This is an optimization exercise on Yosys and OpenROAD, whose aim is small area, not a production implementation.
In this exercise RTL edits were held to simulation tests only and were not proved equivalent to the original.

==> flow/design.v (outline; a module is shown in full before it is edited, if it fits) <==
// module rvdffe_nr: 12 lines
// module rvdffs: 15 lines
// module mul_fa: 4 lines
// module mul_ha: 4 lines
// module mul33: 3404 lines
// module exu_mul_ctl: 27 lines
// module swerv_mul: 25 lines
module swerv_mul
  (
   input  logic        clk,
   input  logic        rst_l,        
   input  logic        valid,        
   input  logic        rs1_sign,     
   input  logic        rs2_sign,     
   input  logic        low,          
   input  logic [31:0] a,
   input  logic [31:0] b,
   input  logic        freeze,       
   output logic [31:0] out
   );
  // ...
==> flow/run.sh <==
#!/bin/bash
# synth_recipe.tcl (not shown) runs the flow's synth.tcl, then flattens the netlist and writes it again
# the make line also repeats each setting of config.mk as NAME=value (left out here)
make -C /OpenROAD-flow-scripts/flow DESIGN_CONFIG=/design/flow/config.mk WORK_HOME=/design/flow/orfs CLKGATE_MAP_FILE= SYNTH_SCRIPT=/design/flow/synth_recipe.tcl finish
==> flow/config.mk <==
export PLATFORM = sky130hd
export DESIGN_NAME = swerv_mul
export DESIGN_NICKNAME = swerv_mul
export VERILOG_FILES = /design/flow/design.v
export SDC_FILE = /design/flow/constraint.sdc
export NUM_CORES = 4
export LEC_CHECK = 0
export CAP_MARGIN = 20
export CORE_MARGIN = 2
export CORE_UTILIZATION = 40
export SLEW_MARGIN = 20
export SYNTH_HIERARCHICAL = 1
export SYNTH_MINIMUM_KEEP_SIZE = 0
==> flow/constraint.sdc <==
create_clock -name core_clock -period 8.0 [get_ports {clk}]
set_input_delay 1.6000 -clock core_clock [delete_from_list [all_inputs] [get_ports {clk}]]
set_output_delay 1.6000 -clock core_clock [all_outputs]
set_load 0.01 [all_outputs]
==> impl_metrics.toml, run 1 <==
[setup_path]
r2r_cells = 21
endpoint = "mul_e1.res_e2_ff.dout[18]"
worstPathMaxFanout = 14
worstSetupEndpointType = "register"
critPathKind = "reg2reg"
cp_slowest_cell = "o21ai_2"
cp-start-kind = "register"

[global_routing]
grt_use_met3_pct = 8.16
overflow = 0

[worst_hold_path]
whs_path_depth = 0

[floorplanning]
io_pins = 103
tap_cells = 940
die-area_um2 = 73200

[layout]
inverters_excl_clock = 57
area_growth_syn_to_layout_pct = 12.3
buffer_area_share_pct = 8.63
largest_class = "multi-input gates"
nNonClkBuffers = 305
largest_register = "mul_e1.op_e1_ff.dout"
nFlopsAndLatches = 133

[cts]
clk_pin_slew_worst_paths_ns = 0.07
clock_latency_ns = 0.48
htreeDepth = 4
cts_buffer_depth = 2
cts_sinks = 133
cts_resized = 0
cts_buffers = 17

[timing]
rsz0062_at_grt = "false"
hold_violations = 0
setup_slack_ns = 0.175

[synthesis]
async_reset_ff_share_pct = 1.50
ys_seq_area_share_pct = 14.0

[status]
status = "complete, no violations"

[placed_design]
place.gp.congestion = 1.03
place_inst = 3587

[flow_run]
maxCapViolCount = 0

[drt]
wl_met1_mm = 40.0
drc_errors = 0
==> run 2, diff against run 1 <==
==> flow/flow/run.sh (new file) <==
#!/bin/bash
# Standard ORFS layout, except that the port buffers are the smallest buffer
# cell instead of the default delay buffer.
set -euo pipefail
bash standard.sh "BUFFER_PORTS_ARGS=-buffer_cell sky130_fd_sc_hd__buf_1" finish > standard_flow.log 2>&1
==> flow/standard.sh (new file) <==
#!/bin/bash
# synth_recipe.tcl (not shown) runs the flow's synth.tcl, then flattens the netlist and writes it again
# the make line also repeats each setting of config.mk as NAME=value (left out here)
make -C /OpenROAD-flow-scripts/flow DESIGN_CONFIG=/design/flow/config.mk WORK_HOME=/design/flow/orfs CLKGATE_MAP_FILE= SYNTH_SCRIPT=/design/flow/synth_recipe.tcl "${@:-finish}"
removed: flow/run.sh
==> run 2 against run 1 <==
Global-route usage increased by 0.17 points. Non-clock buffer count decreased by 5. Sequential share of layout area increased by 0.24 points. Via count increased by 1.5%. Critical endpoint is now mul_e1.res_e2_ff.dout[13].
==> impl_metrics.toml, run 2 <==
[layout]
final_cell_mix = "xnor2_1 (593), fa_1 (489), a22oi_1 (480), buf_4 (177), edfxtp_1 (131)"
fin_util_pct = 44.6
final_nets = 3339
largest_register = "mul_e1.op_e1_ff.dout"
reg_top3 = "mul_e1.op_e1_ff.dout: 67 flops, mul_e1.res_e2_ff.dout: 32 flops, mul_e1.res_e3_ff.dout: 32 flops"
largest_reg_flops = 67
drive_above_1_share_pct = 11.7
area_growth_syn_to_layout_pct = 10.2
instances_no_fill = 3618
layout_commonest_cell = "xnor2_1"

[floorplanning]
fp-row-count = 97
die_w_um = 271
die-area_um2 = 73200
io_pins = 103
dieHeight_um = 271
coreArea_um2 = 70300
start_util_pct = 40.5

[synthesis]
avgSynthCellArea_um2 = 10.8
synth_mux_area_share_pct = 1.80
netlist_area_um2 = 28400
yosys.area.top_type = "fa_1"
ys_types = 57
ys_seq_area_share_pct = 14.0
async_reset_ff_share_pct = 1.50
synth_top_area_share_pct = 34.4
synth_edf_count = 131
synth_warnings = 9
synth-simple-area-share_pct = 3.91
ys_top_cells_by_count = "xnor2_1 (593), fa_1 (489), a22oi_1 (480)"
yosys.area_share.xor_xnor_pct = 19.1
synth_area_leaders = "fa_1 (34%), xnor2_1 (18%), edfxtp_1 (14%)"
ys.flop_type = "edfxtp_1"
synth_most_common_cell = "xnor2_1"
synth-adder-area-share_pct = 39.6
syn_inst = 2632
ys_ff_latch = 133
synth_top_family_by_area = "adder cells"
synth_compound_area_share_pct = 16.6

[placed_design]
place_inst = 3581
place_ws_ns = 0.279
place.gp.congestion = 1.05
port_buffers = 102
hpwl_mm = 82.5

[timing]
fin_tns_setup_ns = 0
skew_ns = 0.0314
rsz0062_at_grt = "false"
hold_violations = 0
relSlewSlack_pct = 25.8
setup_viol = 0
max_freq_mhz = 128
slew_violations = 0
finalCritPeriodShare_pct = 97.8
setup_slack_ns = 0.173
fin_crit_ns = 7.83
worst_pin_slew_ns = 1.11

[drt]
antenna_left = 0
via_per_inst = 6.28
drtIter0Drc = 2837
dr.pass1.iters = 6
dr_total_vias = 22700
post_drt_wl_per_cell_um = 30.5
drc_errors = 0
totalWireLength_mm = 110

[setup_path]
worstSetupEndpointType = "register"
rr_startpoint = "mul_e1.op_e1_ff.dout[5]"
cp.required_ns = 8.37
cp-start-kind = "register"
endpoint = "mul_e1.res_e2_ff.dout[13]"
arrival_ns = 8.19
r2r_cells = 20
critPathKind = "reg2reg"
worstPathMaxFanout = 15
reg2reg_to = "mul_e1.res_e2_ff.dout[13]"
critPathLaunch = "mul_e1.op_e1_ff.dout[5]"
worst-r2r-setup-slack_ns = 0.17

[cts]
cts_buffer_depth = 2
clock_latency_ns = 0.51
cts_tree = "built"
clk_pin_slew_worst_paths_ns = 0.07
cts_sinks = 133
cts_root_buf = "clkbuf_16"
cts_buffers = 17
cts_hold_buf = 0
htreeDepth = 4

[global_routing]
grt_usage_pct = 30.1
antenna_found_initial = 5
grt_pass1_vias = 23500
overflow = 0
grt_max_degree = 68
grt_pass1_wl_mm = 161

[worst_hold_path]
hold_path_class = "reg2reg"
hp-start = "mul_e1.res_e2_ff.dout[23]"

[flow_run]
maxCapViolCount = 0

[status]
status = "complete, no violations"
run 2: cell counts after synthesis:
No cell type changed its count.
run 2: final cells by class:
cell class	instances	area, um2
inverter	57	214
timing repair buffer	300	2130
antenna	4	10.0
clock inverter	15	206
fill	6624	38900
clock buffer	17	425
multi-input combinational	2152	23200
sequential	133	3980
tap	940	1180
run 2: logic make-up (layout without fill, tap and decap cells):
family,Yosys count,after routing
xor gates and xnor gates,620,620
and+or+nand+nor,208,208
adders and majority gates,607,607
DFF,133,133
AOI/OAI and AO/OA,664,664
muxes,35,35
other,2,22
buffers and inverters,363,389
run 2: worst min-delay path by stage:
stage                                      to  slack, ns  cells past startpoint
floorplan            mul_e1.res_e3_ff.dout[0]       0.40                      0
global placement     mul_e1.res_e3_ff.dout[6]       0.40                      0
detailed placement  mul_e1.res_e3_ff.dout[17]       0.41                      0
CTS                 mul_e1.res_e3_ff.dout[23]       0.41                      0
global route        mul_e1.res_e3_ff.dout[23]       0.42                      0
finish              mul_e1.res_e3_ff.dout[23]       0.41                      0
run 2: critical path, cell delays in order, from the launching register on:
cell and delay (ns):
edfxtp_1 0.56, o21ai_2 0.88, a22oi_1 0.19, xnor2_1 0.27, fa_1 0.50, fa_1 0.51
fa_1 0.43, fa_1 0.44, fa_1 0.54, fa_1 0.42, ha_1 0.34, a21o_1 0.20
a21o_1 0.17, a21oi_1 0.34, o21ai_1 0.28, o21ai_2 0.26, a21boi_2 0.10, o21a_1 0.21
or4b_1 0.48, nand3_1 0.35, mux2_4 0.23
run 2: through the flow:
step,area [um2],hold WS [ns]
after floorplan,28500,0.400
after global placement,30600,0.402
after detailed placement,30600,0.405
after CTS,31300,0.408
after global routing,31300,0.420
final,31300,0.413
run 2: timing repair:
item,CTS,global route
setup buffers,0,0
setup endpoints to repair,0,8
gates resized for setup,0,5
run 2: Yosys stat by module (local to each module, per instance), excerpt:
module | cell area (um2) | flops+latches
mul33 | 13500 | 0
exu_mul_ctl | 579 | 0
mul_fa | 20.0 | 0
mul_ha | 12.5 | 0
run 2: per-layer routing:
layer	vias up	track usage [%]	routed length (um)
li1	9131	-	-
met1	11600	38.2	40700
met2	1576	46.5	49800
met3	375	8.64	12900
met4	6	16.2	6810
met5	-	0	240

[afterwards: timing with drivers on the ports]
How much do the figures lean on ideal ports? The routed layouts below were timed once more, with nothing changed but the port constraints. Step 1 sets driving cells, clkbuf_16 on the clock port and buf_2 on the other inputs (assumed; they add their load-dependent delay and slew). Step 2 times the ports against the registers' clock, not the clock port: input delays grow and output delays shrink by t, the midpoint of the rising clock arrivals with the driver on. Slacks: ideal / step 1 / step 2; pairs: ideal / step 1.
run	t, ns	setup WS [ns]	worst hold slack (ns)	latest minus earliest clock arrival (ns)
run 1	0.538	0.175 / 0.175 / 0.175	0.413 / 0.413 / 0.413	0.014 / 0.014
run 2	0.564	0.173 / 0.173 / 0.173	0.413 / 0.413 / 0.413	0.034 / 0.034
After both steps setup and hold are still met in every run listed.
